From an optimization exercise on the open Yosys and OpenROAD flow, aimed at a short achievable clock period and few clock cycles; shortcuts taken in it are not production practice.
Function not checked in this run: the RTL went through the layout flow alone.

$ cat config.mk
export PLATFORM = sky130hd
export DESIGN_NAME = minirv_top
export DESIGN_NICKNAME = minirv_top
export VERILOG_FILES = /design/flow/design.v
export SDC_FILE = /design/flow/constraint.sdc
export NUM_CORES = 4
export LEC_CHECK = 0
export ABC_CLOCK_PERIOD_IN_PS = 1000
export CAP_MARGIN = 20
export CORE_MARGIN = 2
export CORE_UTILIZATION = 35
export PLACE_DENSITY = 0.5
export SETUP_SLACK_MARGIN = 5
export SLEW_MARGIN = 20
$ cat flow/post_resize.tcl
# extra timing repair after placement resizing (detailed placement follows)
estimate_parasitics -placement
repair_timing -setup -setup_margin $::env(SETUP_SLACK_MARGIN) -repair_tns 100 -verbose
$ cat standard.sh
#!/bin/bash
# synth_recipe.tcl (not shown) runs the flow's synth.tcl, then flattens the netlist and writes it again
# the make line also repeats each setting of config.mk as NAME=value (left out here)
make -C /OpenROAD-flow-scripts/flow DESIGN_CONFIG=/design/flow/config.mk WORK_HOME=/design/flow/orfs CLKGATE_MAP_FILE= SYNTH_SCRIPT=/design/flow/synth_recipe.tcl "${@:-finish}"
$ cat flow/margin.txt
6.5
$ cat flow/run.sh
#!/bin/bash
# Standard ORFS layout (standard synthesis unchanged) with more timing repair:
#  - cell resizing after CTS may change footprints;
set -euo pipefail
MARGIN=$(cat flow/margin.txt 2>/dev/null || echo 6.5)
bash standard.sh SETUP_SLACK_MARGIN=$MARGIN MATCH_CELL_FOOTPRINT=0 \
    POST_RESIZE_TCL=$PWD/flow/post_resize.tcl finish > make_finish.log 2>&1
$ cat constraint.sdc
create_clock -name core_clock -period 9.5 [get_ports {clk}]
set_input_delay 1.9000 -clock core_clock [delete_from_list [all_inputs] [get_ports {clk}]]
set_output_delay 1.9000 -clock core_clock [all_outputs]
set_load 0.01 [all_outputs]
$ cat design.v
module pc
(
    input  wire [31:0]  D,
    input  wire         enable,
    input  wire         clk,
    input  wire         rst,
    output wire [31:0]  pc_out
);
    reg [31:0] reg_pc_out;
    always @(posedge clk or posedge rst)
    begin
        if (rst) 
        begin
            reg_pc_out <= 32'h80000000;
        end else if (enable) 
        begin
            reg_pc_out <= D;
        end
    end
    assign pc_out = reg_pc_out;
endmodule
module my_decoder 
(
    input   wire [31:0] instruction,
    output  wire [6:0]  opcode,
    output  wire [4:0]  rd,
    output  wire [2:0]  funct3,
    output  wire [4:0]  rs1,
    output  wire [4:0]  rs2,
    output  wire [6:0]  funct7,
    output  wire        ebreak
);
    assign opcode   = instruction[6:0];
    assign rd       = instruction[11:7];
    assign funct3   = instruction[14:12];
    assign rs1      = instruction[19:15];
    assign rs2      = instruction[24:20];
    assign funct7   = instruction[31:25];
    assign ebreak   = (instruction == 32'h0010_0073) ? 1'b1 : 1'b0;
endmodule
module which_type (
    input  wire [6:0]   opcode,
    output wire         r_type,
    output wire         i_type,
    output wire         s_type,
    output wire         u_type
);
    assign r_type = (opcode == 7'b0110011);  
    assign i_type =
        (opcode == 7'b0010011) ||  
        (opcode == 7'b0000011) ||  
        (opcode == 7'b1100111);    
    assign s_type = (opcode == 7'b0100011);  
    assign u_type = (opcode == 7'b0110111);  
endmodule
module which_instruction
(
    input   wire [6:0]  opcode,
    input   wire [2:0]  funct3,
    input   wire [6:0]  funct7,
    input   wire        ebreak,
    output  wire        add,
    output  wire        addi,
    output  wire        lui,
    output  wire        lw,
    output  wire        lbu,
    output  wire        sw,
    output  wire        sb,
    output  wire        jalr,
    output  wire        illegal
);
    localparam [6:0] OPCODE_RTYPE  = 7'b0110011;  
    localparam [6:0] OPCODE_ITYPE  = 7'b0010011;  
    localparam [6:0] OPCODE_LOAD   = 7'b0000011;  
    localparam [6:0] OPCODE_STORE  = 7'b0100011;  
    localparam [6:0] OPCODE_LUI    = 7'b0110111;  
    localparam [6:0] OPCODE_JALR   = 7'b1100111;  
    assign add  = (opcode == OPCODE_RTYPE) && (funct3 == 3'b000) && (funct7 == 7'b0000000) && ~ebreak;
    assign addi = (opcode == OPCODE_ITYPE) && (funct3 == 3'b000) && ~ebreak;
    assign lui  = (opcode == OPCODE_LUI) && ~ebreak;
    assign lw   = (opcode == OPCODE_LOAD)  && (funct3 == 3'b010) && ~ebreak;
    assign lbu  = (opcode == OPCODE_LOAD)  && (funct3 == 3'b100) && ~ebreak;
    assign sw   = (opcode == OPCODE_STORE) && (funct3 == 3'b010) && ~ebreak;
    assign sb   = (opcode == OPCODE_STORE) && (funct3 == 3'b000) && ~ebreak;
    assign jalr = (opcode == OPCODE_JALR)  && (funct3 == 3'b000) && ~ebreak;
    assign illegal = ~(add | addi | lui | lw | lbu | sw | sb | jalr) && ~ebreak;
endmodule
module immediate_generator (
    input   wire [31:0] instruction,
    input   wire        illegal,
    input   wire        r_type,
    input   wire        i_type,
    input   wire        s_type,
    input   wire        u_type,
    output  wire [31:0] imm
);
    reg     [31:0] reg_imm;
    wire    [11:0] imm_i = instruction[31:20];
    wire    [11:0] imm_s = {instruction[31:25], instruction[11:7]};
    wire    [19:0] imm_u = instruction[31:12];
    always @(*) 
    begin
        if (i_type) 
        begin
            reg_imm = {{20{imm_i[11]}}, imm_i};
        end
        else if (s_type) 
        begin
            reg_imm = {{20{imm_s[11]}}, imm_s};
        end
        else if (u_type) 
        begin
            reg_imm = {imm_u, 12'b0};
        end
        else 
        begin
            reg_imm = 32'b0;
        end
    end
    assign imm = reg_imm;
endmodule
module reg_write_enabler
(
    input   wire add,
    input   wire addi,
    input   wire lui,
    input   wire lw,
    input   wire lbu,
    input   wire jalr,
    input   wire illegal,
    input   wire ebreak,
    output  wire reg_write
);
    assign reg_write = ((add || addi || lui || lw || lbu || jalr) && ~illegal && ~ebreak);
endmodule
module register_32bits 
(
    input   wire [31:0]     D,
    input   wire            enable,
    input   wire            clk,
    input   wire            rst,
    output  wire [31:0]     reg_out
);
    reg [31:0] reg_reg_out;
    always @(posedge clk or posedge rst)
    begin
        if (rst) 
        begin
            reg_reg_out <= 32'b0;
        end
        else 
        begin
            if (enable) 
            begin
                reg_reg_out <= D;
            end
        end
    end
    assign reg_out = reg_reg_out;
endmodule
module mux_32to1_32bits 
(   
    input   wire    [31:0]  in0,
    input   wire    [31:0]  in1,
    input   wire    [31:0]  in2,
    input   wire    [31:0]  in3,
    input   wire    [31:0]  in4,
    input   wire    [31:0]  in5,
    input   wire    [31:0]  in6,
    input   wire    [31:0]  in7,
    input   wire    [31:0]  in8,
    input   wire    [31:0]  in9,
    input   wire    [31:0]  in10,
    input   wire    [31:0]  in11,
    input   wire    [31:0]  in12,
    input   wire    [31:0]  in13,
    input   wire    [31:0]  in14,
    input   wire    [31:0]  in15,
    input   wire    [31:0]  in16,
    input   wire    [31:0]  in17,
    input   wire    [31:0]  in18,
    input   wire    [31:0]  in19,
    input   wire    [31:0]  in20,
    input   wire    [31:0]  in21,
    input   wire    [31:0]  in22,
    input   wire    [31:0]  in23,
    input   wire    [31:0]  in24,
    input   wire    [31:0]  in25,
    input   wire    [31:0]  in26,
    input   wire    [31:0]  in27,
    input   wire    [31:0]  in28,
    input   wire    [31:0]  in29,
    input   wire    [31:0]  in30,
    input   wire    [31:0]  in31,
    input   wire    [4:0]   sel, 
    output  wire    [31:0]  mux_out
);
    reg [31:0] reg_mux_out;
    always @(*) 
    begin
        case (sel)
            5'b00000: reg_mux_out = in0;
            5'b00001: reg_mux_out = in1;
            5'b00010: reg_mux_out = in2;
            5'b00011: reg_mux_out = in3;
            5'b00100: reg_mux_out = in4;
            5'b00101: reg_mux_out = in5;
            5'b00110: reg_mux_out = in6;
            5'b00111: reg_mux_out = in7;
            5'b01000: reg_mux_out = in8;
            5'b01001: reg_mux_out = in9;
            5'b01010: reg_mux_out = in10;
            5'b01011: reg_mux_out = in11;
            5'b01100: reg_mux_out = in12;
            5'b01101: reg_mux_out = in13;
            5'b01110: reg_mux_out = in14;
            5'b01111: reg_mux_out = in15;
            5'b10000: reg_mux_out = in16;
            5'b10001: reg_mux_out = in17;
            5'b10010: reg_mux_out = in18;
            5'b10011: reg_mux_out = in19;
            5'b10100: reg_mux_out = in20;
            5'b10101: reg_mux_out = in21;
            5'b10110: reg_mux_out = in22;
            5'b10111: reg_mux_out = in23;
            5'b11000: reg_mux_out = in24;
            5'b11001: reg_mux_out = in25;
            5'b11010: reg_mux_out = in26;
            5'b11011: reg_mux_out = in27;
            5'b11100: reg_mux_out = in28;
            5'b11101: reg_mux_out = in29;
            5'b11110: reg_mux_out = in30;
            5'b11111: reg_mux_out = in31;
            default: reg_mux_out = 32'd0;
        endcase
    end
    assign mux_out = reg_mux_out;
endmodule
module register_file
(
    input   wire [4:0]  rs1_addr,
    input   wire [4:0]  rs2_addr,
    input   wire [4:0]  rd_addr,
    input   wire        reg_write,
    input   wire [31:0] rd_data,
    input   wire        clk,
    input   wire        rst,
    output  wire [31:0] rs1_val,
    output  wire [31:0] rs2_val,
    output wire [31:0] register_32bits_0_value,
    output wire [31:0] register_32bits_1_value,
    output wire [31:0] register_32bits_2_value,
    output wire [31:0] register_32bits_3_value,
    output wire [31:0] register_32bits_4_value,
    output wire [31:0] register_32bits_5_value,
    output wire [31:0] register_32bits_6_value,
    output wire [31:0] register_32bits_7_value,
    output wire [31:0] register_32bits_8_value,
    output wire [31:0] register_32bits_9_value,
    output wire [31:0] register_32bits_10_value,
    output wire [31:0] register_32bits_11_value,
    output wire [31:0] register_32bits_12_value,
    output wire [31:0] register_32bits_13_value,
    output wire [31:0] register_32bits_14_value,
    output wire [31:0] register_32bits_15_value,
    output wire [31:0] register_32bits_16_value,
    output wire [31:0] register_32bits_17_value,
    output wire [31:0] register_32bits_18_value,
    output wire [31:0] register_32bits_19_value,
    output wire [31:0] register_32bits_20_value,
    output wire [31:0] register_32bits_21_value,
    output wire [31:0] register_32bits_22_value,
    output wire [31:0] register_32bits_23_value,
    output wire [31:0] register_32bits_24_value,
    output wire [31:0] register_32bits_25_value,
    output wire [31:0] register_32bits_26_value,
    output wire [31:0] register_32bits_27_value,
    output wire [31:0] register_32bits_28_value,
    output wire [31:0] register_32bits_29_value,
    output wire [31:0] register_32bits_30_value,
    output wire [31:0] register_32bits_31_value
);
    wire [31:0] wire_register_32bits_0_reg_out;
    wire [31:0] wire_register_32bits_1_reg_out;
    wire [31:0] wire_register_32bits_2_reg_out;
    wire [31:0] wire_register_32bits_3_reg_out;
    wire [31:0] wire_register_32bits_4_reg_out;
    wire [31:0] wire_register_32bits_5_reg_out;
    wire [31:0] wire_register_32bits_6_reg_out;
    wire [31:0] wire_register_32bits_7_reg_out;
    wire [31:0] wire_register_32bits_8_reg_out;
    wire [31:0] wire_register_32bits_9_reg_out;
    wire [31:0] wire_register_32bits_10_reg_out;
    wire [31:0] wire_register_32bits_11_reg_out;
    wire [31:0] wire_register_32bits_12_reg_out;
    wire [31:0] wire_register_32bits_13_reg_out;
    wire [31:0] wire_register_32bits_14_reg_out;
    wire [31:0] wire_register_32bits_15_reg_out;
    wire [31:0] wire_register_32bits_16_reg_out;
    wire [31:0] wire_register_32bits_17_reg_out;
    wire [31:0] wire_register_32bits_18_reg_out;
    wire [31:0] wire_register_32bits_19_reg_out;
    wire [31:0] wire_register_32bits_20_reg_out;
    wire [31:0] wire_register_32bits_21_reg_out;
    wire [31:0] wire_register_32bits_22_reg_out;
    wire [31:0] wire_register_32bits_23_reg_out;
    wire [31:0] wire_register_32bits_24_reg_out;
    wire [31:0] wire_register_32bits_25_reg_out;
    wire [31:0] wire_register_32bits_26_reg_out;
    wire [31:0] wire_register_32bits_27_reg_out;
    wire [31:0] wire_register_32bits_28_reg_out;
    wire [31:0] wire_register_32bits_29_reg_out;
    wire [31:0] wire_register_32bits_30_reg_out;
    wire [31:0] wire_register_32bits_31_reg_out;
    assign register_32bits_0_value  = wire_register_32bits_0_reg_out;
    assign register_32bits_1_value  = wire_register_32bits_1_reg_out;
    assign register_32bits_2_value  = wire_register_32bits_2_reg_out;
    assign register_32bits_3_value  = wire_register_32bits_3_reg_out;
    assign register_32bits_4_value  = wire_register_32bits_4_reg_out;
    assign register_32bits_5_value  = wire_register_32bits_5_reg_out;
    assign register_32bits_6_value  = wire_register_32bits_6_reg_out;
    assign register_32bits_7_value  = wire_register_32bits_7_reg_out;
    assign register_32bits_8_value  = wire_register_32bits_8_reg_out;
    assign register_32bits_9_value  = wire_register_32bits_9_reg_out;
    assign register_32bits_10_value = wire_register_32bits_10_reg_out;
    assign register_32bits_11_value = wire_register_32bits_11_reg_out;
    assign register_32bits_12_value = wire_register_32bits_12_reg_out;
    assign register_32bits_13_value = wire_register_32bits_13_reg_out;
    assign register_32bits_14_value = wire_register_32bits_14_reg_out;
    assign register_32bits_15_value = wire_register_32bits_15_reg_out;
    assign register_32bits_16_value = wire_register_32bits_16_reg_out;
    assign register_32bits_17_value = wire_register_32bits_17_reg_out;
    assign register_32bits_18_value = wire_register_32bits_18_reg_out;
    assign register_32bits_19_value = wire_register_32bits_19_reg_out;
    assign register_32bits_20_value = wire_register_32bits_20_reg_out;
    assign register_32bits_21_value = wire_register_32bits_21_reg_out;
    assign register_32bits_22_value = wire_register_32bits_22_reg_out;
    assign register_32bits_23_value = wire_register_32bits_23_reg_out;
    assign register_32bits_24_value = wire_register_32bits_24_reg_out;
    assign register_32bits_25_value = wire_register_32bits_25_reg_out;
    assign register_32bits_26_value = wire_register_32bits_26_reg_out;
    assign register_32bits_27_value = wire_register_32bits_27_reg_out;
    assign register_32bits_28_value = wire_register_32bits_28_reg_out;
    assign register_32bits_29_value = wire_register_32bits_29_reg_out;
    assign register_32bits_30_value = wire_register_32bits_30_reg_out;
    assign register_32bits_31_value = wire_register_32bits_31_reg_out;
    register_32bits register_32bits_0 
    (
        .D(32'd0),
        .enable(1'b0),
        .clk(clk),
        .rst(rst),
        .reg_out(wire_register_32bits_0_reg_out)
    );
    register_32bits register_32bits_1 
    (
        .D(rd_data),
        .enable((rd_addr == 5'd1) && reg_write),
        .clk(clk),
        .rst(rst),
        .reg_out(wire_register_32bits_1_reg_out)
    );
    register_32bits register_32bits_2
    (
        .D(rd_data),
        .enable((rd_addr == 5'd2) && reg_write),
        .clk(clk),
        .rst(rst),
        .reg_out(wire_register_32bits_2_reg_out)
    );
    register_32bits register_32bits_3
    (
        .D(rd_data),
        .enable((rd_addr == 5'd3) && reg_write),
        .clk(clk),
        .rst(rst),
        .reg_out(wire_register_32bits_3_reg_out)
    );
    register_32bits register_32bits_4 
    (
        .D(rd_data),
        .enable((rd_addr == 5'd4) && reg_write),
        .clk(clk),
        .rst(rst),
        .reg_out(wire_register_32bits_4_reg_out)
    );
    register_32bits register_32bits_5
    (
        .D(rd_data),
        .enable((rd_addr == 5'd5) && reg_write),
        .clk(clk),
        .rst(rst),
        .reg_out(wire_register_32bits_5_reg_out)
    );
    register_32bits register_32bits_6 
    (
        .D(rd_data),
        .enable((rd_addr == 5'd6) && reg_write),
        .clk(clk),
        .rst(rst),
        .reg_out(wire_register_32bits_6_reg_out)
    );
    register_32bits register_32bits_7 
    (
        .D(rd_data),
        .enable((rd_addr == 5'd7) && reg_write),
        .clk(clk),
        .rst(rst),
        .reg_out(wire_register_32bits_7_reg_out)
    );
    register_32bits register_32bits_8 
    (
        .D(rd_data),
        .enable((rd_addr == 5'd8) && reg_write),
        .clk(clk),
        .rst(rst),
        .reg_out(wire_register_32bits_8_reg_out)
    );
    register_32bits register_32bits_9 
    (
        .D(rd_data),
        .enable((rd_addr == 5'd9) && reg_write),
        .clk(clk),
        .rst(rst),
        .reg_out(wire_register_32bits_9_reg_out)
    );
    register_32bits register_32bits_10 
    (
        .D(rd_data),
        .enable((rd_addr == 5'd10) && reg_write),
        .clk(clk),
        .rst(rst),
        .reg_out(wire_register_32bits_10_reg_out)
    );
    register_32bits register_32bits_11 
    (
        .D(rd_data),
        .enable((rd_addr == 5'd11) && reg_write),
        .clk(clk),
        .rst(rst),
        .reg_out(wire_register_32bits_11_reg_out)
    );
    register_32bits register_32bits_12 
    (
        .D(rd_data),
        .enable((rd_addr == 5'd12) && reg_write),
        .clk(clk),
        .rst(rst),
        .reg_out(wire_register_32bits_12_reg_out)
    );
    register_32bits register_32bits_13 
    (
        .D(rd_data),
        .enable((rd_addr == 5'd13) && reg_write),
        .clk(clk),
        .rst(rst),
        .reg_out(wire_register_32bits_13_reg_out)
    );
    register_32bits register_32bits_14 
    (
        .D(rd_data),
        .enable((rd_addr == 5'd14) && reg_write),
        .clk(clk),
        .rst(rst),
        .reg_out(wire_register_32bits_14_reg_out)
    );
    register_32bits register_32bits_15 
    (
        .D(rd_data),
        .enable((rd_addr == 5'd15) && reg_write),
        .clk(clk),
        .rst(rst),
        .reg_out(wire_register_32bits_15_reg_out)
    );
    register_32bits register_32bits_16
    (
        .D(rd_data),
        .enable((rd_addr == 5'd16) && reg_write),
        .clk(clk),
        .rst(rst),
        .reg_out(wire_register_32bits_16_reg_out)
    );
    register_32bits register_32bits_17
    (
        .D(rd_data),
        .enable((rd_addr == 5'd17) && reg_write),
        .clk(clk),
        .rst(rst),
        .reg_out(wire_register_32bits_17_reg_out)
    );
    register_32bits register_32bits_18
    (
        .D(rd_data),
        .enable((rd_addr == 5'd18) && reg_write),
        .clk(clk),
        .rst(rst),
        .reg_out(wire_register_32bits_18_reg_out)
    );
    register_32bits register_32bits_19
    (
        .D(rd_data),
        .enable((rd_addr == 5'd19) && reg_write),
        .clk(clk),
        .rst(rst),
        .reg_out(wire_register_32bits_19_reg_out)
    );
    register_32bits register_32bits_20
    (
        .D(rd_data),
        .enable((rd_addr == 5'd20) && reg_write),
        .clk(clk),
        .rst(rst),
        .reg_out(wire_register_32bits_20_reg_out)
    );
    register_32bits register_32bits_21
    (
        .D(rd_data),
        .enable((rd_addr == 5'd21) && reg_write),
        .clk(clk),
        .rst(rst),
        .reg_out(wire_register_32bits_21_reg_out)
    );
    register_32bits register_32bits_22
    (
        .D(rd_data),
        .enable((rd_addr == 5'd22) && reg_write),
        .clk(clk),
        .rst(rst),
        .reg_out(wire_register_32bits_22_reg_out)
    );
    register_32bits register_32bits_23
    (
        .D(rd_data),
        .enable((rd_addr == 5'd23) && reg_write),
        .clk(clk),
        .rst(rst),
        .reg_out(wire_register_32bits_23_reg_out)
    );
    register_32bits register_32bits_24
    (
        .D(rd_data),
        .enable((rd_addr == 5'd24) && reg_write),
        .clk(clk),
        .rst(rst),
        .reg_out(wire_register_32bits_24_reg_out)
    );
    register_32bits register_32bits_25
    (
        .D(rd_data),
        .enable((rd_addr == 5'd25) && reg_write),
        .clk(clk),
        .rst(rst),
        .reg_out(wire_register_32bits_25_reg_out)
    );
    register_32bits register_32bits_26
    (
        .D(rd_data),
        .enable((rd_addr == 5'd26) && reg_write),
        .clk(clk),
        .rst(rst),
        .reg_out(wire_register_32bits_26_reg_out)
    );
    register_32bits register_32bits_27
    (
        .D(rd_data),
        .enable((rd_addr == 5'd27) && reg_write),
        .clk(clk),
        .rst(rst),
        .reg_out(wire_register_32bits_27_reg_out)
    );
    register_32bits register_32bits_28
    (
        .D(rd_data),
        .enable((rd_addr == 5'd28) && reg_write),
        .clk(clk),
        .rst(rst),
        .reg_out(wire_register_32bits_28_reg_out)
    );
    register_32bits register_32bits_29
    (
        .D(rd_data),
        .enable((rd_addr == 5'd29) && reg_write),
        .clk(clk),
        .rst(rst),
        .reg_out(wire_register_32bits_29_reg_out)
    );
    register_32bits register_32bits_30
    (
        .D(rd_data),
        .enable((rd_addr == 5'd30) && reg_write),
        .clk(clk),
        .rst(rst),
        .reg_out(wire_register_32bits_30_reg_out)
    );
    register_32bits register_32bits_31
    (
        .D(rd_data),
        .enable((rd_addr == 5'd31) && reg_write),
        .clk(clk),
        .rst(rst),
        .reg_out(wire_register_32bits_31_reg_out)
    );
    mux_32to1_32bits mux_32to1_32bits_0 
    (
        .in0(wire_register_32bits_0_reg_out),
        .in1(wire_register_32bits_1_reg_out),
        .in2(wire_register_32bits_2_reg_out),
        .in3(wire_register_32bits_3_reg_out),
        .in4(wire_register_32bits_4_reg_out),
        .in5(wire_register_32bits_5_reg_out),
        .in6(wire_register_32bits_6_reg_out),
        .in7(wire_register_32bits_7_reg_out),
        .in8(wire_register_32bits_8_reg_out),
        .in9(wire_register_32bits_9_reg_out),
        .in10(wire_register_32bits_10_reg_out),
        .in11(wire_register_32bits_11_reg_out),
        .in12(wire_register_32bits_12_reg_out),
        .in13(wire_register_32bits_13_reg_out),
        .in14(wire_register_32bits_14_reg_out),
        .in15(wire_register_32bits_15_reg_out),
        .in16(wire_register_32bits_16_reg_out),
        .in17(wire_register_32bits_17_reg_out),
        .in18(wire_register_32bits_18_reg_out),
        .in19(wire_register_32bits_19_reg_out),
        .in20(wire_register_32bits_20_reg_out),
        .in21(wire_register_32bits_21_reg_out),
        .in22(wire_register_32bits_22_reg_out),
        .in23(wire_register_32bits_23_reg_out),
        .in24(wire_register_32bits_24_reg_out),
        .in25(wire_register_32bits_25_reg_out),
        .in26(wire_register_32bits_26_reg_out),
        .in27(wire_register_32bits_27_reg_out),
        .in28(wire_register_32bits_28_reg_out),
        .in29(wire_register_32bits_29_reg_out),
        .in30(wire_register_32bits_30_reg_out),
        .in31(wire_register_32bits_31_reg_out),
        .sel(rs1_addr),
        .mux_out(rs1_val)
    );
    mux_32to1_32bits mux_32to1_32bits_1
    (
        .in0(wire_register_32bits_0_reg_out),
        .in1(wire_register_32bits_1_reg_out),
        .in2(wire_register_32bits_2_reg_out),
        .in3(wire_register_32bits_3_reg_out),
        .in4(wire_register_32bits_4_reg_out),
        .in5(wire_register_32bits_5_reg_out),
        .in6(wire_register_32bits_6_reg_out),
        .in7(wire_register_32bits_7_reg_out),
        .in8(wire_register_32bits_8_reg_out),
        .in9(wire_register_32bits_9_reg_out),
        .in10(wire_register_32bits_10_reg_out),
        .in11(wire_register_32bits_11_reg_out),
        .in12(wire_register_32bits_12_reg_out),
        .in13(wire_register_32bits_13_reg_out),
        .in14(wire_register_32bits_14_reg_out),
        .in15(wire_register_32bits_15_reg_out),
        .in16(wire_register_32bits_16_reg_out),
        .in17(wire_register_32bits_17_reg_out),
        .in18(wire_register_32bits_18_reg_out),
        .in19(wire_register_32bits_19_reg_out),
        .in20(wire_register_32bits_20_reg_out),
        .in21(wire_register_32bits_21_reg_out),
        .in22(wire_register_32bits_22_reg_out),
        .in23(wire_register_32bits_23_reg_out),
        .in24(wire_register_32bits_24_reg_out),
        .in25(wire_register_32bits_25_reg_out),
        .in26(wire_register_32bits_26_reg_out),
        .in27(wire_register_32bits_27_reg_out),
        .in28(wire_register_32bits_28_reg_out),
        .in29(wire_register_32bits_29_reg_out),
        .in30(wire_register_32bits_30_reg_out),
        .in31(wire_register_32bits_31_reg_out),
        .sel(rs2_addr),
        .mux_out(rs2_val)
    );
endmodule
module b_mux 
(
    input   wire [31:0] rs2_val,
    input   wire [31:0] imm,
    input   wire        addi,
    input   wire        lw,
    input   wire        lbu,
    input   wire        sw,
    input   wire        sb,
    input   wire        jalr,
    output  wire [31:0] b
);
    assign b = (addi || lw || lbu || sw || sb || jalr) ? imm : rs2_val;
endmodule
module alu
(
    input   wire [31:0] a,
    input   wire [31:0] b,
    output  wire [31:0] y
);
    assign y = a + b;
endmodule
module pc_plus_4
(
    input   wire [31:0] pc,
    output  wire [31:0] pc_plus_4_out
);
    assign pc_plus_4_out = pc + 4;
endmodule
module writeback_mux
(
    input   wire [31:0] y,
    input   wire [31:0] imm,
    input   wire [31:0] read_data,
    input   wire [31:0] pc_plus_4,
    input   wire        lw,
    input   wire        lbu,
    input   wire        lui,
    input   wire        jalr,
    output  wire [31:0] rd_data
);
    assign rd_data =
        (lw  || lbu) ? read_data :
        (lui)        ? imm       :
        (jalr)       ? pc_plus_4  :
                       y;
endmodule
module next_pc 
(
    input   wire [31:0] pc_plus_4,
    input   wire [31:0] y,
    input   wire        jalr,
    output  wire [31:0] pc_next
);
    assign pc_next = jalr ? {y[31:1], 1'b0} : pc_plus_4;
endmodule
module memory_control
(
    input  wire [31:0] y,          
    input  wire [31:0] rs2_val,     
    input  wire        lw,
    input  wire        lbu,
    input  wire        sw,
    input  wire        sb,
    input  wire        ebreak,      
    input  wire [31:0] d_rdata_word,   
    output wire [31:0] d_addr,         
    output wire [31:0] d_wdata,        
    output wire [3:0]  d_wstrb,        
    output wire        d_we,           
    output wire [31:0] load_data       
);
    wire [31:0] addr_aligned = {y[31:2], 2'b00};
    assign d_addr = addr_aligned;
    assign d_we = (sw | sb) & ~ebreak;
    assign d_wstrb =
        sw ? 4'b1111 :
        sb ? (4'b0001 << y[1:0]) :
             4'b0000;
    assign d_wdata =
        sw ? rs2_val :
        sb ? {4{rs2_val[7:0]}} :
             32'b0;
    wire [7:0] sel_byte =
        (y[1:0] == 2'b00) ? d_rdata_word[7:0]   :
        (y[1:0] == 2'b01) ? d_rdata_word[15:8]  :
        (y[1:0] == 2'b10) ? d_rdata_word[23:16] :
                            d_rdata_word[31:24];
    assign load_data =
        lw  ? d_rdata_word :
        lbu ? {24'b0, sel_byte} :
              32'b0;
endmodule
module minirv_top
(
    input   wire        clk,
    input   wire        rst,
    output  wire [31:0] i_addr,
    input   wire [31:0] i_rdata,
    output  wire [31:0] d_addr,
    output  wire [31:0] d_wdata,
    output  wire [3:0]  d_wstrb,
    output  wire        d_we,
    input   wire [31:0] d_rdata,
    output  wire        halt,
    output  wire [31:0] reg0_val,
    output  wire [31:0] reg1_val,
    output  wire [31:0] reg2_val,
    output  wire [31:0] reg3_val,
    output  wire [31:0] reg4_val,
    output  wire [31:0] reg5_val,
    output  wire [31:0] reg6_val,
    output  wire [31:0] reg7_val,
    output  wire [31:0] reg8_val,
    output  wire [31:0] reg9_val,
    output  wire [31:0] reg10_val,
    output  wire [31:0] reg11_val,
    output  wire [31:0] reg12_val,
    output  wire [31:0] reg13_val,
    output  wire [31:0] reg14_val,
    output  wire [31:0] reg15_val,
    output  wire [31:0] reg16_val,
    output  wire [31:0] reg17_val,
    output  wire [31:0] reg18_val,
    output  wire [31:0] reg19_val,
    output  wire [31:0] reg20_val,
    output  wire [31:0] reg21_val,
    output  wire [31:0] reg22_val,
    output  wire [31:0] reg23_val,
    output  wire [31:0] reg24_val,
    output  wire [31:0] reg25_val,
    output  wire [31:0] reg26_val,
    output  wire [31:0] reg27_val,
    output  wire [31:0] reg28_val,
    output  wire [31:0] reg29_val,
    output  wire [31:0] reg30_val,
    output  wire [31:0] reg31_val
);
    localparam [31:0] RESET_PC = 32'h8000_0000;
    wire [31:0] res_m0, res_m1;      
    reg  [4:0]  rd_w0, rd_w1;
    reg  [31:0] res_w0, res_w1;
    reg clr;
    always @(posedge clk or posedge rst) begin
        if (rst)
            clr <= 1'b1;
        else
            clr <= 1'b0;
    end
    reg  [4:0]  rd_x0, rd_x1;
    reg  [31:0] res_x0, res_x1;
    wire [31:0] rfv [0:31];
    wire [31:0] rov [0:31];
    assign rfv[0] = 32'd0;
    assign rov[0] = 32'd0;
    genvar gi;
    generate
        for (gi = 1; gi < 32; gi = gi + 1) begin : g_rf
            reg [31:0] r;
            reg [31:0] o;
            always @(posedge clk) begin
                if (clr)
                    r <= 32'd0;
                else if (rd_w1 == gi)
                    r <= res_w1;
                else if (rd_w0 == gi)
                    r <= res_w0;
            end
            always @(posedge clk) begin
                if (clr)
                    o <= 32'd0;
                else if (rd_x1 == gi)
                    o <= res_x1;
                else if (rd_x0 == gi)
                    o <= res_x0;
            end
            assign rfv[gi] = r;
            assign rov[gi] = o;
        end
    endgenerate
    reg  [31:0] pc_f;
    reg         f2ok;        
    reg  [60:0] q0, q1, q2, q3;
    reg  [31:0] pc0;
    reg  [2:0]  qn;
    wire        v0 = (qn != 3'd0);
    wire        v1 = (qn[2] | qn[1]);
    wire [31:0] ir0 = q0[31:0];
    wire [31:0] ir1 = q1[31:0];
    reg         stopped;
    reg  [31:0] a0_v, b0_v, s0_v, p1_v, q1_v, s1_v;
    reg  [2:0]  a0_s, b0_s, s0_s, p1_s, q1_s, s1_s;    
    reg         s1_c;                                        
    reg  [31:0] link_e0, link_e1;
    reg  [31:0] jb0_v, jq1_v;        
    reg  [4:0]  rd_e0, rd_e1;
    reg         ld_e0, ld_e1, lw_e0, lw_e1, st_e0, st_e1, sw_e0, sw_e1, jalr_e0, jalr_e1;
    reg         h_e;
    reg  [31:0] sum_m0, sum_m1, link_m0, link_m1;
    reg  [31:0] daddr_r, wdata_m;
    reg  [3:0]  wstrb_m;
    reg         we_m;
    reg  [4:0]  rd_m0, rd_m1;
    reg         lw_m0, lw_m1, lbu_m0, lbu_m1, jalr_m0, jalr_m1;
    reg         h_m, h_w;
    reg         halt_r;
    wire [6:0] pw0_op = i_rdata[6:0];
    wire [2:0] pw0_f3 = i_rdata[14:12];
    wire pw0_add  = (pw0_op == 7'h33) && (pw0_f3 == 3'd0) && (i_rdata[31:25] == 7'd0);
    wire pw0_addi = (pw0_op == 7'h13) && (pw0_f3 == 3'd0);
    wire pw0_lui  = (pw0_op == 7'h37);
    wire pw0_lw   = (pw0_op == 7'h03) && (pw0_f3 == 3'd2);
    wire pw0_lbu  = (pw0_op == 7'h03) && (pw0_f3 == 3'd4);
    wire pw0_sw   = (pw0_op == 7'h23) && (pw0_f3 == 3'd2);
    wire pw0_sb   = (pw0_op == 7'h23) && (pw0_f3 == 3'd0);
    wire pw0_jalr = (pw0_op == 7'h67) && (pw0_f3 == 3'd0);
    wire pw0_ebrk = (i_rdata == 32'h0010_0073);
    wire pw0_wr   = (pw0_add | pw0_addi | pw0_lui | pw0_lw | pw0_lbu | pw0_jalr) && (i_rdata[11:7] != 5'd0);
    wire pw0_ld   = (pw0_lw | pw0_lbu) && pw0_wr;      
    wire pw0_st   = pw0_sw | pw0_sb;
    wire pw0_mem  = pw0_ld | pw0_st;
    wire pw0_alu  = pw0_add | pw0_addi | pw0_lui;
    wire [4:0] pw0_rd = pw0_wr ? i_rdata[11:7] : 5'd0;
    wire [4:0] pw0_fa = (pw0_add | pw0_addi | pw0_ld | pw0_st | pw0_jalr) ? i_rdata[19:15] : 5'd0;
    wire [4:0] pw0_fb = (pw0_add | pw0_st) ? i_rdata[24:20] : 5'd0;
    wire [60:0] pw0 = {pw0_fb, pw0_fa, pw0_rd, pw0_alu, pw0_mem, pw0_st, pw0_ld, pw0_wr,
                        pw0_ebrk, pw0_jalr, pw0_sb, pw0_sw, pw0_lbu, pw0_lw, pw0_lui, pw0_addi,
                        pw0_add, i_rdata};
    wire [6:0] pw1_op = d_rdata[6:0];
    wire [2:0] pw1_f3 = d_rdata[14:12];
    wire pw1_add  = (pw1_op == 7'h33) && (pw1_f3 == 3'd0) && (d_rdata[31:25] == 7'd0);
    wire pw1_addi = (pw1_op == 7'h13) && (pw1_f3 == 3'd0);
    wire pw1_lui  = (pw1_op == 7'h37);
    wire pw1_lw   = (pw1_op == 7'h03) && (pw1_f3 == 3'd2);
    wire pw1_lbu  = (pw1_op == 7'h03) && (pw1_f3 == 3'd4);
    wire pw1_sw   = (pw1_op == 7'h23) && (pw1_f3 == 3'd2);
    wire pw1_sb   = (pw1_op == 7'h23) && (pw1_f3 == 3'd0);
    wire pw1_jalr = (pw1_op == 7'h67) && (pw1_f3 == 3'd0);
    wire pw1_ebrk = (d_rdata == 32'h0010_0073);
    wire pw1_wr   = (pw1_add | pw1_addi | pw1_lui | pw1_lw | pw1_lbu | pw1_jalr) && (d_rdata[11:7] != 5'd0);
    wire pw1_ld   = (pw1_lw | pw1_lbu) && pw1_wr;      
    wire pw1_st   = pw1_sw | pw1_sb;
    wire pw1_mem  = pw1_ld | pw1_st;
    wire pw1_alu  = pw1_add | pw1_addi | pw1_lui;
    wire [4:0] pw1_rd = pw1_wr ? d_rdata[11:7] : 5'd0;
    wire [4:0] pw1_fa = (pw1_add | pw1_addi | pw1_ld | pw1_st | pw1_jalr) ? d_rdata[19:15] : 5'd0;
    wire [4:0] pw1_fb = (pw1_add | pw1_st) ? d_rdata[24:20] : 5'd0;
    wire [60:0] pw1 = {pw1_fb, pw1_fa, pw1_rd, pw1_alu, pw1_mem, pw1_st, pw1_ld, pw1_wr,
                        pw1_ebrk, pw1_jalr, pw1_sb, pw1_sw, pw1_lbu, pw1_lw, pw1_lui, pw1_addi,
                        pw1_add, d_rdata};
    wire add0  = q0[32];
    wire addi0 = q0[33];
    wire lui0  = q0[34];
    wire lw0   = q0[35];
    wire lbu0  = q0[36];
    wire sw0   = q0[37];
    wire sb0   = q0[38];
    wire jalr0 = q0[39];
    wire ebrk0 = q0[40];
    wire wr0   = q0[41];
    wire ld0   = q0[42];
    wire st0   = q0[43];
    wire mem0  = q0[44];
    wire alu0  = q0[45];
    wire [4:0] rd0 = q0[50:46];
    wire [4:0] fa0 = q0[55:51];
    wire [4:0] fb0 = q0[60:56];
    wire [31:0] imm0 = lui0 ? {ir0[31:12], 12'd0} :
                        st0  ? {{20{ir0[31]}}, ir0[31:25], ir0[11:7]} :
                                 {{20{ir0[31]}}, ir0[31:20]};
    wire add1  = q1[32];
    wire addi1 = q1[33];
    wire lui1  = q1[34];
    wire lw1   = q1[35];
    wire lbu1  = q1[36];
    wire sw1   = q1[37];
    wire sb1   = q1[38];
    wire jalr1 = q1[39];
    wire ebrk1 = q1[40];
    wire wr1   = q1[41];
    wire ld1   = q1[42];
    wire st1   = q1[43];
    wire mem1  = q1[44];
    wire alu1  = q1[45];
    wire [4:0] rd1 = q1[50:46];
    wire [4:0] fa1 = q1[55:51];
    wire [4:0] fb1 = q1[60:56];
    wire [31:0] imm1 = lui1 ? {ir1[31:12], 12'd0} :
                        st1  ? {{20{ir1[31]}}, ir1[31:25], ir1[11:7]} :
                                 {{20{ir1[31]}}, ir1[31:20]};
    wire [4:0]  fa0_r  = ir0[19:15];
    wire [31:0] fa0_rv = (fa0_r == rd_w1 && rd_w1 != 5'd0) ? res_w1 :
                        (fa0_r == rd_w0 && rd_w0 != 5'd0) ? res_w0 : rfv[fa0_r];
    wire fa0_me1 = (fa0 != 5'd0) && (fa0 == rd_e1);
    wire fa0_me0 = (fa0 != 5'd0) && (fa0 == rd_e0);
    wire fa0_mm1 = (fa0 != 5'd0) && (fa0 == rd_m1);
    wire fa0_mm0 = (fa0 != 5'd0) && (fa0 == rd_m0);
    wire [2:0] fa0_sel = fa0_me1 ? 3'b100 : fa0_me0 ? 3'b010 : 3'b001;
    wire [31:0] fa0_vv = fa0_mm1 ? res_m1 : fa0_mm0 ? res_m0 : fa0_rv;
    wire fa0_haz = (fa0_me1 && ld_e1) || (!fa0_me1 && fa0_me0 && ld_e0);
    wire [4:0]  fb0_r  = ir0[24:20];
    wire [31:0] fb0_rv = (fb0_r == rd_w1 && rd_w1 != 5'd0) ? res_w1 :
                        (fb0_r == rd_w0 && rd_w0 != 5'd0) ? res_w0 : rfv[fb0_r];
    wire fb0_me1 = (fb0 != 5'd0) && (fb0 == rd_e1);
    wire fb0_me0 = (fb0 != 5'd0) && (fb0 == rd_e0);
    wire fb0_mm1 = (fb0 != 5'd0) && (fb0 == rd_m1);
    wire fb0_mm0 = (fb0 != 5'd0) && (fb0 == rd_m0);
    wire [2:0] fb0_sel = fb0_me1 ? 3'b100 : fb0_me0 ? 3'b010 : 3'b001;
    wire [31:0] fb0_vv = fb0_mm1 ? res_m1 : fb0_mm0 ? res_m0 : fb0_rv;
    wire fb0_haz = (fb0_me1 && ld_e1) || (!fb0_me1 && fb0_me0 && ld_e0);
    wire [4:0]  fa1_r  = ir1[19:15];
    wire [31:0] fa1_rv = (fa1_r == rd_w1 && rd_w1 != 5'd0) ? res_w1 :
                        (fa1_r == rd_w0 && rd_w0 != 5'd0) ? res_w0 : rfv[fa1_r];
    wire fa1_me1 = (fa1 != 5'd0) && (fa1 == rd_e1);
    wire fa1_me0 = (fa1 != 5'd0) && (fa1 == rd_e0);
    wire fa1_mm1 = (fa1 != 5'd0) && (fa1 == rd_m1);
    wire fa1_mm0 = (fa1 != 5'd0) && (fa1 == rd_m0);
    wire [2:0] fa1_sel = fa1_me1 ? 3'b100 : fa1_me0 ? 3'b010 : 3'b001;
    wire [31:0] fa1_vv = fa1_mm1 ? res_m1 : fa1_mm0 ? res_m0 : fa1_rv;
    wire fa1_haz = (fa1_me1 && ld_e1) || (!fa1_me1 && fa1_me0 && ld_e0);
    wire [4:0]  fb1_r  = ir1[24:20];
    wire [31:0] fb1_rv = (fb1_r == rd_w1 && rd_w1 != 5'd0) ? res_w1 :
                        (fb1_r == rd_w0 && rd_w0 != 5'd0) ? res_w0 : rfv[fb1_r];
    wire fb1_me1 = (fb1 != 5'd0) && (fb1 == rd_e1);
    wire fb1_me0 = (fb1 != 5'd0) && (fb1 == rd_e0);
    wire fb1_mm1 = (fb1 != 5'd0) && (fb1 == rd_m1);
    wire fb1_mm0 = (fb1 != 5'd0) && (fb1 == rd_m0);
    wire [2:0] fb1_sel = fb1_me1 ? 3'b100 : fb1_me0 ? 3'b010 : 3'b001;
    wire [31:0] fb1_vv = fb1_mm1 ? res_m1 : fb1_mm0 ? res_m0 : fb1_rv;
    wire fb1_haz = (fb1_me1 && ld_e1) || (!fb1_me1 && fb1_me0 && ld_e0);
    wire [12:0] i0_13  = {ir0[31], ir0[31:20]};           
    wire [12:0] i1_13  = {imm1[11], imm1[11:0]};           
    wire [12:0] kc13   = i0_13 + i1_13;
    wire [12:0] i0p4   = i0_13 + 13'd4;
    wire [12:0] i1p4   = i1_13 + 13'd4;
    wire [12:0] kcp413 = i0_13 + i1p4;
    wire [31:0] kc     = {{19{kc13[12]}}, kc13};
    wire [31:0] imm0p4 = {{19{i0p4[12]}}, i0p4};
    wire [31:0] imm1p4 = {{19{i1p4[12]}}, i1p4};
    wire [31:0] kcp4   = {{19{kcp413[12]}}, kcp413};
    wire cascA = (fa1 != 5'd0) && (fa1 == rd0);
    wire cascB = add1 && (fb1 != 5'd0) && (fb1 == rd0);
    wire cascS = st1 && (fb1 != 5'd0) && (fb1 == rd0);
    wire casc  = cascA | cascB | cascS;
    wire haz0  = fa0_haz | fb0_haz;
    wire haz1  = (fa1_haz && !cascA) || (fb1_haz && !(cascB || cascS));
    wire pair_ok = v1 && !jalr0 && !(mem0 && mem1) && !haz1 && !ebrk1 &&
                   (!casc || alu0) && !(cascA && cascB) &&
                   (!cascA || lui0 || (addi0 && !add1)) && (!cascB || lui0);
    wire redirect = jalr_e0 | jalr_e1;
    wire ebrk_go  = v0 && ebrk0 && !redirect;
    wire issue0   = v0 && !ebrk0 && !haz0 && !redirect;
    wire issue1   = issue0 && pair_ok;
    wire [1:0] k    = issue1 ? 2'd2 : issue0 ? 2'd1 : 2'd0;
    reg  [2:0] rem_0, rem_1, rem_2;      
    reg  [2:0] qn_0, qn_1, qn_2;         
    reg  [1:0] acc_0, acc_1, acc_2;      
    always @(*) begin
        case (qn)
            3'd0: begin rem_0 = 3'd0; rem_1 = 3'd0; rem_2 = 3'd0; end
            3'd1: begin rem_0 = 3'd1; rem_1 = 3'd0; rem_2 = 3'd0; end
            3'd2: begin rem_0 = 3'd2; rem_1 = 3'd1; rem_2 = 3'd0; end
            3'd3: begin rem_0 = 3'd3; rem_1 = 3'd2; rem_2 = 3'd1; end
            default: begin rem_0 = 3'd4; rem_1 = 3'd3; rem_2 = 3'd2; end
        endcase
        case (rem_0)
            3'd4: begin acc_0 = 2'd0; qn_0 = 3'd4; end
            3'd3: begin acc_0 = 2'd1; qn_0 = 3'd4; end
            3'd2: begin acc_0 = f2ok ? 2'd2 : 2'd1; qn_0 = f2ok ? 3'd4 : 3'd3; end
            3'd1: begin acc_0 = f2ok ? 2'd2 : 2'd1; qn_0 = f2ok ? 3'd3 : 3'd2; end
            default: begin acc_0 = f2ok ? 2'd2 : 2'd1; qn_0 = f2ok ? 3'd2 : 3'd1; end
        endcase
        case (rem_1)
            3'd3: begin acc_1 = 2'd1; qn_1 = 3'd4; end
            3'd2: begin acc_1 = f2ok ? 2'd2 : 2'd1; qn_1 = f2ok ? 3'd4 : 3'd3; end
            3'd1: begin acc_1 = f2ok ? 2'd2 : 2'd1; qn_1 = f2ok ? 3'd3 : 3'd2; end
            default: begin acc_1 = f2ok ? 2'd2 : 2'd1; qn_1 = f2ok ? 3'd2 : 3'd1; end
        endcase
        case (rem_2)
            3'd2: begin acc_2 = f2ok ? 2'd2 : 2'd1; qn_2 = f2ok ? 3'd4 : 3'd3; end
            3'd1: begin acc_2 = f2ok ? 2'd2 : 2'd1; qn_2 = f2ok ? 3'd3 : 3'd2; end
            default: begin acc_2 = f2ok ? 2'd2 : 2'd1; qn_2 = f2ok ? 3'd2 : 3'd1; end
        endcase
    end
    wire [31:0] sum_e0, sum_e1;
    wire [31:0] a0_x = ({32{a0_s[0]}} & a0_v) | ({32{a0_s[1]}} & sum_m0) | ({32{a0_s[2]}} & sum_m1);
    wire [31:0] b0_x = ({32{b0_s[0]}} & b0_v) | ({32{b0_s[1]}} & sum_m0) | ({32{b0_s[2]}} & sum_m1);
    wire [31:0] s0_x = ({32{s0_s[0]}} & s0_v) | ({32{s0_s[1]}} & sum_m0) | ({32{s0_s[2]}} & sum_m1);
    wire [31:0] p1_x = ({32{p1_s[0]}} & p1_v) | ({32{p1_s[1]}} & sum_m0) | ({32{p1_s[2]}} & sum_m1);
    wire [31:0] q1_x = ({32{q1_s[0]}} & q1_v) | ({32{q1_s[1]}} & sum_m0) | ({32{q1_s[2]}} & sum_m1);
    wire [31:0] s1_x = ({32{s1_s[0]}} & s1_v) | ({32{s1_s[1]}} & sum_m0) | ({32{s1_s[2]}} & sum_m1) |
                       ({32{s1_c}} & sum_e0);
    assign sum_e0 = a0_x + b0_x;
    assign sum_e1 = p1_x + q1_x;
    wire [31:0] target = jalr_e0 ? sum_e0 : sum_e1;
    wire [31:0] t4_e0 = a0_x + jb0_v;
    wire [31:0] t4_e1 = p1_x + jq1_v;
    wire [31:0] tgt4  = jalr_e0 ? t4_e0 : t4_e1;
    wire        mem_e0 = ld_e0 | st_e0;
    wire        mem_e1 = ld_e1 | st_e1;
    wire [31:0] st_x   = st_e0 ? s0_x : s1_x;
    wire        st_sw  = st_e0 ? sw_e0 : sw_e1;
    reg [7:0] lbyte;
    always @(*) begin
        case (daddr_r[1:0])
            2'd0: lbyte = d_rdata[7:0];
            2'd1: lbyte = d_rdata[15:8];
            2'd2: lbyte = d_rdata[23:16];
            default: lbyte = d_rdata[31:24];
        endcase
    end
    assign res_m0 = lw_m0 ? d_rdata : lbu_m0 ? {24'd0, lbyte} : jalr_m0 ? link_m0 : sum_m0;
    assign res_m1 = lw_m1 ? d_rdata : lbu_m1 ? {24'd0, lbyte} : jalr_m1 ? link_m1 : sum_m1;
    wire [31:0] pc_f4  = pc_f + 32'd4;
    wire [31:0] pc_f8  = pc_f + 32'd8;
    wire [31:0] pc_f12 = pc_f + 32'd12;
    wire [31:0] pc0_4  = pc0 + 32'd4;
    wire [31:0] pc0_8  = pc0 + 32'd8;
    wire [60:0] qa [0:3];
    assign qa[0] = q0; assign qa[1] = q1; assign qa[2] = q2; assign qa[3] = q3;
    wire [60:0] qk0 [0:3];
    wire [60:0] qk1 [0:3];
    wire [60:0] qk2 [0:3];
    generate
        for (gi = 0; gi < 4; gi = gi + 1) begin : g_qx
            assign qk0[gi] = (gi < rem_0) ? qa[gi] : (gi == rem_0) ? pw0 : pw1;
            if (gi < 3) begin : g1
                assign qk1[gi] = (gi < rem_1) ? qa[gi + 1] : (gi == rem_1) ? pw0 : pw1;
            end else begin : g1n
                assign qk1[gi] = (gi == rem_1) ? pw0 : pw1;
            end
            if (gi < 2) begin : g2
                assign qk2[gi] = (gi < rem_2) ? qa[gi + 2] : (gi == rem_2) ? pw0 : pw1;
            end else begin : g2n
                assign qk2[gi] = (gi == rem_2) ? pw0 : pw1;
            end
        end
    endgenerate
    wire [60:0] qx0 = issue1 ? qk2[0] : issue0 ? qk1[0] : qk0[0];
    wire [60:0] qx1 = issue1 ? qk2[1] : issue0 ? qk1[1] : qk0[1];
    wire [60:0] qx2 = issue1 ? qk2[2] : issue0 ? qk1[2] : qk0[2];
    wire [60:0] qx3 = issue1 ? qk2[3] : issue0 ? qk1[3] : qk0[3];
    wire [31:0] pcn_0 = (acc_0 == 2'd2) ? pc_f8 : (acc_0 == 2'd1) ? pc_f4 : pc_f;
    wire [31:0] pcn_1 = (acc_1 == 2'd2) ? pc_f8 : pc_f4;
    wire [31:0] pcn_2 = (acc_2 == 2'd2) ? pc_f8 : pc_f4;
    wire [31:0] dan_0 = (acc_0 == 2'd2) ? pc_f12 : (acc_0 == 2'd1) ? pc_f8 : pc_f4;
    wire [31:0] dan_1 = (acc_1 == 2'd2) ? pc_f12 : pc_f8;
    wire [31:0] dan_2 = (acc_2 == 2'd2) ? pc_f12 : pc_f8;
    always @(posedge clk or posedge rst) begin
        if (rst) begin
            pc_f    <= RESET_PC;
            daddr_r <= RESET_PC + 32'd4;
            f2ok    <= 1'b1;
            qn      <= 3'd0;
            pc0     <= RESET_PC;
            stopped <= 1'b0;
            rd_e0 <= 5'd0; rd_e1 <= 5'd0;
            ld_e0 <= 1'b0; ld_e1 <= 1'b0; st_e0 <= 1'b0; st_e1 <= 1'b0;
            jalr_e0 <= 1'b0; jalr_e1 <= 1'b0;
            h_e <= 1'b0; h_m <= 1'b0; h_w <= 1'b0; halt_r <= 1'b0;
            rd_x0 <= 5'd0; rd_x1 <= 5'd0;
            we_m <= 1'b0;
            rd_m0 <= 5'd0; rd_m1 <= 5'd0;
            lw_m0 <= 1'b0; lw_m1 <= 1'b0; lbu_m0 <= 1'b0; lbu_m1 <= 1'b0;
            jalr_m0 <= 1'b0; jalr_m1 <= 1'b0;
            rd_w0 <= 5'd0; rd_w1 <= 5'd0;
        end else begin
            if (redirect) begin
                pc_f <= {target[31:1], 1'b0};
                qn   <= 3'd0;
            end else if (stopped || ebrk_go) begin
                qn   <= 3'd0;
            end else begin
                pc_f <= issue1 ? pcn_2 : issue0 ? pcn_1 : pcn_0;
                qn   <= issue1 ? qn_2 : issue0 ? qn_1 : qn_0;
            end
            if (ebrk_go) stopped <= 1'b1;
            pc0 <= redirect ? {target[31:1], 1'b0} : (k == 2'd2) ? pc0_8 : (k == 2'd1) ? pc0_4 : pc0;
            if (mem_e0)
                daddr_r <= sum_e0;
            else if (mem_e1)
                daddr_r <= sum_e1;
            else if (redirect)
                daddr_r <= {tgt4[31:1], 1'b0};
            else
                daddr_r <= issue1 ? dan_2 : issue0 ? dan_1 : dan_0;
            f2ok <= !mem_e0 && !mem_e1;
            rd_e0   <= issue0 ? rd0 : 5'd0;
            ld_e0   <= issue0 && ld0;
            st_e0   <= issue0 && st0;
            jalr_e0 <= issue0 && jalr0;
            rd_e1   <= issue1 ? rd1 : 5'd0;
            ld_e1   <= issue1 && ld1;
            st_e1   <= issue1 && st1;
            jalr_e1 <= issue1 && jalr1;
            h_e     <= ebrk_go;
            we_m    <= st_e0 | st_e1;
            rd_m0   <= rd_e0;
            rd_m1   <= rd_e1;
            lw_m0   <= ld_e0 && lw_e0;
            lbu_m0  <= ld_e0 && !lw_e0;
            lw_m1   <= ld_e1 && lw_e1;
            lbu_m1  <= ld_e1 && !lw_e1;
            jalr_m0 <= jalr_e0;
            jalr_m1 <= jalr_e1;
            h_m     <= h_e;
            h_w     <= h_m;
            halt_r  <= halt_r | h_w;
            rd_w0   <= rd_m0;
            rd_w1   <= rd_m1;
            rd_x0   <= rd_w0;
            rd_x1   <= rd_w1;
        end
    end
    always @(posedge clk) begin
        q0 <= qx0;
        q1 <= qx1;
        q2 <= qx2;
        q3 <= qx3;
        a0_v <= lui0 ? 32'd0 : fa0_vv;
        a0_s <= fa0_sel;
        b0_v <= add0 ? fb0_vv : imm0;
        b0_s <= add0 ? fb0_sel : 3'b001;
        s0_v <= fb0_vv;
        s0_s <= fb0_sel;
        link_e0 <= pc0_4;
        jb0_v   <= imm0p4;
        lw_e0 <= lw0;
        sw_e0 <= sw0;
        if (cascA && lui0 && add1) begin
            p1_v <= imm0;                   p1_s <= 3'b001;
            q1_v <= fb1_vv;                 q1_s <= fb1_sel;
        end else if (cascA && lui0) begin
            p1_v <= imm0;                   p1_s <= 3'b001;
            q1_v <= imm1;                   q1_s <= 3'b001;
        end else if (cascA) begin
            p1_v <= fa0_vv;                 p1_s <= fa0_sel;
            q1_v <= kc;                     q1_s <= 3'b001;
        end else if (cascB) begin
            p1_v <= fa1_vv;                 p1_s <= fa1_sel;
            q1_v <= imm0;                   q1_s <= 3'b001;
        end else begin
            p1_v <= lui1 ? 32'd0 : fa1_vv;  p1_s <= fa1_sel;
            q1_v <= add1 ? fb1_vv : imm1;   q1_s <= add1 ? fb1_sel : 3'b001;
        end
        s1_v <= fb1_vv;
        s1_s <= cascS ? 3'b000 : fb1_sel;
        s1_c <= cascS;
        link_e1 <= pc0_8;
        jq1_v   <= (cascA && !lui0) ? kcp4 : imm1p4;
        lw_e1 <= lw1;
        sw_e1 <= sw1;
        sum_m0  <= sum_e0;
        sum_m1  <= sum_e1;
        link_m0 <= link_e0;
        link_m1 <= link_e1;
        wdata_m <= st_sw ? st_x : {4{st_x[7:0]}};
        wstrb_m <= st_sw ? 4'b1111 : (4'b0001 << (st_e0 ? sum_e0[1:0] : sum_e1[1:0]));
        res_w0 <= res_m0;
        res_w1 <= res_m1;
        res_x0 <= res_w0;
        res_x1 <= res_w1;
    end
    assign i_addr  = pc_f;
    assign d_addr  = daddr_r;
    assign d_wdata = wdata_m;
    assign d_wstrb = wstrb_m;
    assign d_we    = we_m;
    assign halt    = halt_r;
    assign reg0_val = rov[0];
    assign reg1_val = rov[1];
    assign reg2_val = rov[2];
    assign reg3_val = rov[3];
    assign reg4_val = rov[4];
    assign reg5_val = rov[5];
    assign reg6_val = rov[6];
    assign reg7_val = rov[7];
    assign reg8_val = rov[8];
    assign reg9_val = rov[9];
    assign reg10_val = rov[10];
    assign reg11_val = rov[11];
    assign reg12_val = rov[12];
    assign reg13_val = rov[13];
    assign reg14_val = rov[14];
    assign reg15_val = rov[15];
    assign reg16_val = rov[16];
    assign reg17_val = rov[17];
    assign reg18_val = rov[18];
    assign reg19_val = rov[19];
    assign reg20_val = rov[20];
    assign reg21_val = rov[21];
    assign reg22_val = rov[22];
    assign reg23_val = rov[23];
    assign reg24_val = rov[24];
    assign reg25_val = rov[25];
    assign reg26_val = rov[26];
    assign reg27_val = rov[27];
    assign reg28_val = rov[28];
    assign reg29_val = rov[29];
    assign reg30_val = rov[30];
    assign reg31_val = rov[31];
endmodule
==> flow_summary.ini <==
[yosys]
yosys_warnings = 1
ys_ff_latch = 2936
synth_cells = 20107
avgSynthCellArea_um2 = 8.46
synth_seq_area_share = 0.362
synth_top_area_cell = dfxtp_1
yosys.area.top_type_share = 0.303
ys.flop_type = dfxtp_1
synth_edf_count = 204
netlist_area_mm2 = 0.170
synth.area.top_cells = dfxtp_1 30%, mux2i_1 13%, a211oi_1 9.3%
async_reset_ff_frac = 0.0535
synth.distinct_cells = 97

[floorplan]
ios = 1192
start_util = 0.352
die_x_um = 701
rows = 255
die_h_um = 701

[placement]
port-buffer-count = 1158
gp_congestion = 1.10

[outcome]
status = did not finish
first-error = Error: resize.tcl, 39 can't read "::env(SETUP_SLACK_MARGIN)": no such variable
lastStage = 3_4_place_resized
[worst max-delay path by stage]
stage	endpoint	slack, ns	cells past startpoint
floorplan	q2[55]$_DFFE_PP_	5.43	11
global placement	p1_v[14]$_DFF_P_	3.35	13
[logic make-up after synthesis]
kind of cell,synth area share
simple gates,0.140
fa+ha+maj,0.0121
xor+xnor,0.0191
buf+inv,0.0588
mux,0.134
flops,0.362
other cells,0.0000221
compound gates,0.274
[Yosys cell counts, types with 67 or more instances]
cell type and n:
a211oi_1 2109, ha_1 157, nand2_1 1099, a222oi_1 228, and2_1 124, edfxtp_1 204
nor3_1 202, a22o_1 421, nand4_1 217, xor2_1 161, a22oi_1 1284, mux2_2 77
a31oi_1 107, nor2b_1 67, inv_1 207, buf_1 290, clkbuf_1 2010, nor2_1 2647
o31ai_1 73, dfrtp_1 151, a221oi_1 212, and3_1 128, nor4_1 94, o22ai_1 81
o211ai_1 79, dfxtp_1 2575, o21ai_0 578, a21o_1 97, nand3_1 414, xnor2_1 209
a21oi_1 737, mux2i_1 2173
[power groups by stage]
stage             Clock (W)  Combinational (W)  Sequential [W]
floorplan                 0             0.0152          0.0157
global placement          0             0.0303          0.0178
[stage by stage]
step | setup slack, ns | cell area (um2)
floorplan | 5.43 | 172000
global placement | 3.35 | 190000
